What follows belongs to an exercise in optimizing a design on an open flow for small area, a short achievable clock period and few clock cycles; a production flow would make more cautious choices. Only simulation tests tie the RTL to the original design; equivalence was not proved.

Design escape_time_mdbrot, start of the top module:
module escape_time_mdbrot(input logic clk, input logic rst, input logic start,
                          input logic [12:0] max_iter, input logic [31:0] xmin, input logic [31:0] xmax, input logic [31:0] ymin, input logic [31:0] ymax, input logic [31:0] Xscale, input logic [31:0] Yscale,
                          output logic [7:0] vga_x, output logic [6:0] vga_y, output logic [2:0] vga_colour, output logic vga_plot,
                          output logic ready);
Size: roughly 4700 cells after synthesis, ~560 flip-flops, ~230 I/O pins, roughly 52000 sq um of cells after synthesis.
Settings: LEC_CHECK=0, CAP_MARGIN=20, CORE_MARGIN=2, CORE_UTILIZATION=40, PLACE_DENSITY=0.6, SLEW_MARGIN=20, SYNTH_HIERARCHICAL=1; clock period 20.0 ns.
run.sh (not shown) runs the stock make flow with config.mk's settings and CLKGATE_MAP_FILE= SYNTH_SCRIPT=/design/flow/synth_recipe.tcl, a recipe that flattens the netlist after the stock synthesis.
Testbench counts at the start, summed over its fixed seeds: cycles 2,352,101.
Edit:
--- a/flow/design.v
+++ b/flow/design.v
@@ -1905,21 +1905,19 @@
 logic [24:0] gcx, gcy;             
 logic [7:0]  gx;
 logic [6:0]  gy;
 logic        gdir;                 
 logic        gval;                 
 logic        v1, fresh1, fin1, last1, neg1;
 logic [21:0] x1, y1;
-logic [21:0] xs1, ys1;             
 logic [12:0] rem1;                 
 logic [24:0] cx1, cy1;
 logic [7:0]  px1;
 logic [6:0]  py1;
-logic        v2, fin2, last2, per2;
-logic [21:0] xs2, ys2;
+logic        v2, fin2, last2;
 logic [22:0] xxa2, xxb2, yya2, yyb2;    
 logic        xxc2, yyc2;
 logic [23:0] xya2, xyb2;                
 logic        xyc2;
 logic [12:0] rem2;
 logic [24:0] cx2, cy2;
 logic [7:0]  px2;
@@ -1949,21 +1947,15 @@
 assign ay1 = y1[20:0] ^ {21{y1[21]}};
 logic [22:0] xxa, xxb, yya, yyb;
 logic        xxc, yyc, xyc;
 logic [23:0] xya, xyb;
 sqcs  sq_x   (.a(ax1), .s(x1[21]), .ha(xxa), .hb(xxb), .c(xxc));
 sqcs  sq_y   (.a(ay1), .s(y1[21]), .ha(yya), .hb(yyb), .c(yyc));
 mulcs mul_xy (.x(x1), .y(y1), .neg(neg1), .ha(xya), .hb(xyb), .c(xyc));
-logic match, save;
-assign match = ~fresh1 & (x1 == xs1) & (y1 == ys1);
-assign save = fresh1 | (rem1[1:0] == 2'd0);
 always_ff @(posedge clk) begin
-     per2  <= match;
-     xs2   <= save ? x1 : xs1;
-     ys2   <= save ? y1 : ys1;
      xxa2  <= xxa;
      xxb2  <= xxb;
      xxc2  <= xxc;
      yya2  <= yya;
      yyb2  <= yyb;
      yyc2  <= yyc;
      xya2  <= xya;
@@ -1988,15 +1980,15 @@
      end
 end
 logic        esc, stop, avail, take;
 logic [24:0] xn, yn;
 escape esc_t (.xa(xxa2), .xb(xxb2), .xc(xxc2), .ya(yya2), .yb(yyb2), .yc(yyc2), .esc(esc));
 xnew   xn_a  (.xa(xxa2), .xb(xxb2), .xc(xxc2), .ya(yya2), .yb(yyb2), .yc(yyc2), .cx(cx2), .q(xn));
 ynew   yn_a  (.cy(cy2), .pa(xya2), .pb(xyb2), .pc(xyc2), .q(yn));
-assign stop = v2 & (fin2 | esc | last2 | per2);
+assign stop = v2 & (fin2 | esc | last2);
 assign avail = (state == S_RUN) & gval & ~(fresh1 & glast);
 assign take = avail & (~v2 | stop);
 logic [2:0] col;
 assign col = mi_r[2:0] + 3'd1 - rem2[2:0];
 always_ff @(posedge clk) begin
      if (take) begin
           x1   <= fresh1 ? gcx_nx[21:0] : gcx[21:0];
@@ -2006,16 +1998,14 @@
           x1   <= xn[21:0];
           y1   <= yn[21:0];
           neg1 <= xn[21] ^ yn[21];
      end
      rem1       <= rem2 - 13'd1;
      fin1       <= big25(xn) | big25(yn);
      last1      <= (rem2 == 13'd2);
-     xs1        <= xs2;
-     ys1        <= ys2;
      cx1        <= cx2;
      cy1        <= cy2;
      px1        <= px2;
      py1        <= py2;
      vga_x      <= px2;
      vga_y      <= py2;
      vga_colour <= ((~fin2 & ~esc) | rem2 == 13'd0) ? 3'd0 : col;
What happened: The new run finished clean. Cell count came out lower by 5.4%. Non-clock buffer count is lower by 10. Utilization goes down by 0.47 points. Hold slack gains 0.0033 ns. Critical path depth went down by 1.
Testbench counts after the change, summed over its fixed seeds: cycles 2,717,180.


== run E ==
escape_time_mdbrot, a different RTL version from the one above (not shown whole).
Size: about 4700 cells after synthesis, ~230 I/O pins, about 52000 sq um of cells after synthesis.
clock: 20.0 ns
lec_check: 0
cap_margin: 20
core_margin: 2
core_utilization: 40
place_density: 0.6
slew_margin: 20
synth_hierarchical: 1
Testbench counts of run E, summed over its fixed seeds: cycles 2,373,874.
Relative to run E, the following input files were edited for run C:
--- a/flow/design.v
+++ b/flow/design.v
@@ -2378,19 +2378,18 @@
 localparam [1:0] S_IDLE = 2'd0;
 localparam [1:0] S_INIT = 2'd1;
 localparam [1:0] S_RUN  = 2'd2;
 logic [1:0] state;
 logic       init;                  
 logic        xs_s, ys_s;           
 logic [15:0] xs_m, ys_m;           
 logic [12:0] mi_r;                 
 logic        mi0, mi1, mi2;        
-logic [12:0] mim1;                 
 logic [24:0] gcx, gcy;             
 logic [7:0]  gx;
 logic [6:0]  gy;
 logic        gdir;                 
 logic        gval;                 
 logic        v1, fresh1, fin1, last1, neg1;
 logic [21:0] x1, y1;
 logic [21:0] xs1, ys1;             
 logic [12:0] rem1;                 
@@ -2448,19 +2447,19 @@
      yyb2  <= yyb;
      yyc2  <= yyc;
      xya2  <= xya;
      xyb2  <= xyb;
      xyla2 <= xyla;
      xylb2 <= xylb;
      if (fresh1) begin
           fin2  <= mi0 | mi1 | big25(gcx) | big25(gcy);
           last2 <= mi2;
-          rem2  <= mi0 ? 13'd0 : mim1;
+          rem2  <= mi0 ? 13'd0 : mi_r;
           cx2   <= gcx;
           cy2   <= gcy;
           px2   <= gx;
           py2   <= gy;
      end else begin
           fin2  <= fin1;
           last2 <= last1;
           rem2  <= rem1;
           cx2   <= cx1;
@@ -2468,43 +2467,43 @@
           px2   <= px1;
           py2   <= py1;
      end
 end
 logic        esc, stop, avail, take;
 logic [24:0] xn, yn;
 escape esc_t (.xa(xxa2), .xb(xxb2), .xc(xxc2), .ya(yya2), .yb(yyb2), .yc(yyc2), .esc(esc));
 xnew   xn_a  (.xa(xxa2), .xb(xxb2), .xc(xxc2), .ya(yya2), .yb(yyb2), .yc(yyc2), .cx(cx2), .q(xn));
 ynew   yn_a  (.cy(cy2), .pa(xya2), .pb(xyb2), .la(xyla2), .lb(xylb2), .q(yn));
-assign stop = v2 & (fin2 | last2 | per2);
+assign stop = v2 & (fin2 | esc | last2 | per2);
 assign avail = (state == S_RUN) & gval & ~(fresh1 & glast);
 assign take = avail & (~v2 | stop);
 logic [2:0] col;
-assign col = mi_r[2:0] - rem2[2:0];
+assign col = mi_r[2:0] + 3'd1 - rem2[2:0];
 always_ff @(posedge clk) begin
      if (take) begin
           x1   <= fresh1 ? gcx_nx[21:0] : gcx[21:0];
           y1   <= fresh1 ? gcy_nx[21:0] : gcy[21:0];
           neg1 <= fresh1 ? (gcx_nx[21] ^ gcy_nx[21]) : (gcx[21] ^ gcy[21]);
      end else begin
           x1   <= xn[21:0];
           y1   <= yn[21:0];
           neg1 <= xn[21] ^ yn[21];
      end
-     rem1       <= esc ? rem2 : rem2 - 13'd1;
-     fin1       <= esc | big25(xn) | big25(yn);
+     rem1       <= rem2 - 13'd1;
+     fin1       <= big25(xn) | big25(yn);
      last1      <= (rem2 == 13'd2);
      xs1        <= xs2;
      ys1        <= ys2;
      cx1        <= cx2;
      cy1        <= cy2;
      px1        <= px2;
      py1        <= py2;
-     vga_colour <= ((fin2 | esc) & rem2 != 13'd0) ? col : 3'd0;
+     vga_colour <= ((~fin2 & ~esc) | rem2 == 13'd0) ? 3'd0 : col;
 end
 always_ff @(posedge clk) begin
      if (!rst) begin
           v1       <= 1'b0;
           v2       <= 1'b0;
           fresh1   <= 1'b0;
           vga_plot <= 1'b0;
      end else begin
           v1       <= take | (v2 & ~stop);
@@ -2540,39 +2539,37 @@
                     if (fresh1 && glast) gval <= 1'b0;
                     if (!gval && !v1 && !v2) begin
                          state <= S_IDLE;
                          ready <= 1'b1;
                     end
                end
           endcase
      end
 end
-assign mim1 = mi_r - 13'd1;
-assign mi0 = (mi_r == 13'd0);
-assign mi1 = (mi_r == 13'd1);
-assign mi2 = (mi_r == 13'd2);
-always_ff @(posedge clk) begin
-     xs_s <= Xscale[31];
-     xs_m <= Xscale[15:0];
-     ys_s <= Yscale[31];
-     ys_m <= Yscale[15:0];
-     mi_r <= max_iter;
-end
 always_ff @(posedge clk) begin
      case (state)
           S_IDLE: begin
+               xs_s <= Xscale[31];
+               xs_m <= Xscale[15:0];
+               ys_s <= Yscale[31];
+               ys_m <= Yscale[15:0];
+               mi_r <= max_iter;
                gcx  <= {xmin[31], 1'b0, xmin[22:0]};
                gcy  <= {ymin[31], 1'b0, ymin[22:0]};
                gx   <= 8'd0;
                gy   <= 7'd0;
                gdir <= 1'b0;
           end
           S_INIT: begin
+               mi0  <= (mi_r == 13'd0);
+               mi1  <= (mi_r == 13'd1);
+               mi2  <= (mi_r == 13'd2);
+               mi_r <= mi_r - 13'd1;
                gcx  <= gcx_sum;
                gcy  <= gcy_sum;
           end
           default: begin
                if (fresh1) begin
                     gcx <= gcx_nx;
                     gcy <= gcy_nx;
                     if (gwrap) begin
                          gx   <= gx + 8'd1;
### Flow results
Higher area after synthesis goes to run C over run E. The non-clock buffering overhead in the final layout of run E and that of run C are within noise of each other. Synthesis left run C with more flip-flops than run E. Comparing global routing met2 resource utilization for run E and run C, the bigger number came from run C. Row vias after detailed routing: run C higher / run E lower. From run C to run E, count of antenna-violating nets left after detailed routing did not move at all. Run E has lower fill cell instance count of the final layout than run C. Changes observed in run C relative to run E: non-clock buffer count went down; area fraction in compound gates after synthesis went down; worst hold slack across all endpoints went down. Run E has a lower wire length of the first global-routing pass than run C. xyla2[18]$_DFF_P_ as the end point of the critical path was reported by run E, and y1[2]$_DFF_P_ by run C.
Testbench counts of run C, summed over its fixed seeds: cycles 2,352,101.


Another version of the RTL of escape_time_mdbrot (not shown whole).
Size in the first run: roughly 230 I/O pins, roughly 50,000 um2 of cells after synthesis.
Settings: LEC_CHECK=0, CAP_MARGIN=20, CORE_MARGIN=2, CORE_UTILIZATION=65, CTS_CLUSTER_DIAMETER=100, CTS_CLUSTER_SIZE=22, PLACE_DENSITY=0.75, SLEW_MARGIN=20, SYNTH_HIERARCHICAL=1; clock period 20.0 ns.
standard.sh (not shown) runs the stock make flow with config.mk's settings and CLKGATE_MAP_FILE= SYNTH_SCRIPT=/design/flow/synth_recipe.tcl, a recipe that flattens the netlist after the stock synthesis.
==> flow/flow/run.sh <==
#!/bin/bash
# The standard layout, with the port buffers that buffer_ports inserts made
# plain buf_2 cells instead of the library's default pick (a delay buffer).
set -euo pipefail
export BUFFER_PORTS_ARGS="-buffer_cell sky130_fd_sc_hd__buf_2"
bash standard.sh > standard.log 2>&1
Testbench counts at the start, summed over its fixed seeds: cycles 2,373,874.
Then changed:
--- a/flow/design.v
+++ b/flow/design.v
@@ -2344,18 +2344,19 @@
 logic [12:0] mi_r;                 
 logic        mi0, mi1, mi2;        
 logic [24:0] gcx, gcy;             
 logic [7:0]  gx;
 logic [6:0]  gy;
 logic        gdir;                 
 logic        gval;                 
 logic        v1, fresh1, fin1, last1, neg1;    
 logic        esc1;                 
+logic        finl1;                
 logic [21:0] x1, y1;
 logic [10:0] one1, two1;           
 logic [21:0] xs1, ys1;             
 logic [12:0] rem1;                 
 logic [21:0] cx1, cy1;             
 logic [7:0]  px1;
 logic [6:0]  py1;
 logic        v2, fin2, last2, per2;
 logic        escd2;                
@@ -2403,19 +2404,19 @@
      xxb2  <= xxb;
      xxc2  <= xxc;
      yya2  <= yya;
      yyb2  <= yyb;
      yyc2  <= yyc;
      xya2  <= xya;
      xyb2  <= xyb;
      xyg2  <= xyg;
      xyp2  <= xyp;
-     fin2  <= fin1 | esc1;
+     fin2  <= (fin1 & ~fresh1) | finl1 | esc1;
      escd2 <= esc1;
      last2 <= last1;
      rem2  <= rem1;
      cx2   <= cx1;
      cy2   <= cy1;
      px2   <= px1;
      py2   <= py1;
 end
 logic        esc, stop, avail, take;
@@ -2437,31 +2438,30 @@
 assign yb = {y1d, 1'b0};
 always_ff @(posedge clk) begin
      x1   <= x1d;
      y1   <= y1d;
      neg1 <= x1d[21] ^ y1d[21];
      for (int k = 0; k < 11; k++) begin
           one1[k] <= yb[2*k+1] ^ yb[2*k];
           two1[k] <= (yb[2*k+2] & ~yb[2*k+1] & ~yb[2*k]) | (~yb[2*k+2] & yb[2*k+1] & yb[2*k]);
      end
+     fin1       <= big24(xn) | big24(yn);
+     esc1       <= esc & ~take;
+     finl1      <= take & (mi0 | mi1 | big25(gcx) | big25(gcy));
      if (take) begin
           rem1  <= mi0 ? 13'd1 : mi_r;
-          esc1  <= 1'b0;
-          fin1  <= mi0 | mi1 | big25(gcx) | big25(gcy);
           last1 <= mi2;
           cx1   <= gcx[21:0];
           cy1   <= gcy[21:0];
           px1   <= gx;
           py1   <= gy;
      end else begin
           rem1  <= rem2 - 13'd1;
-          esc1  <= esc;
-          fin1  <= big24(xn) | big24(yn);
           last1 <= (rem2 == 13'd3);
           cx1   <= cx2;
           cy1   <= cy2;
           px1   <= px2;
           py1   <= py2;
      end
      xs1        <= xs2;
      ys1        <= ys2;
      vga_x      <= px2;
=> First-iteration DRC count climbs by 8.8%; setup slack improves by 39 ps; maximum frequency climbs by 0.77%; core utilization climbs by 0.23 points; routed wire length climbs by 0.32%; sequential share of layout area barely changes; critical path depth stays the same; global-route usage is about the same; final area climbs by about 0.5%.
Testbench counts after the change, summed over its fixed seeds: cycles 2,373,874.

[port drivers added, routing unchanged]
The flow's constraints put no driver on any port. The routed layouts listed below were extracted and timed again, unchanged, in two steps. Step 1 (the two cells are an assumption about what drives the block):
set clk [get_ports {clk}]
set_driving_cell -lib_cell sky130_fd_sc_hd__clkbuf_16 $clk
set_driving_cell -lib_cell sky130_fd_sc_hd__buf_2 [delete_from_list [all_inputs] $clk]
Step 2, shift: input delay + t, output delay - t, t = (earliest + latest rising clock arrival at the registers) / 2. This alone moves slack from input paths to output paths. Three values: ideal ports, drivers, drivers and shift; two values: the first two.
run | shift t [ns] | setup WS [ns] | cell pins on the clock port's net
the first run of note 1 | 0.717 | 13.796 / 13.796 / 13.796 | 1
the second run of note 1 | 0.673 | 13.806 / 13.806 / 13.806 | 1
run E | 0.730 | 14.355 / 14.306 / 14.355 | 1
run C | 0.738 | 13.931 / 13.931 / 13.931 | 1
the first run of note 3 | 0.662 | 14.873 / 14.805 / 14.919 | 1
the second run of note 3 | 0.661 | 14.913 / 14.845 / 14.982 | 1
After both steps every run listed still meets setup and hold.
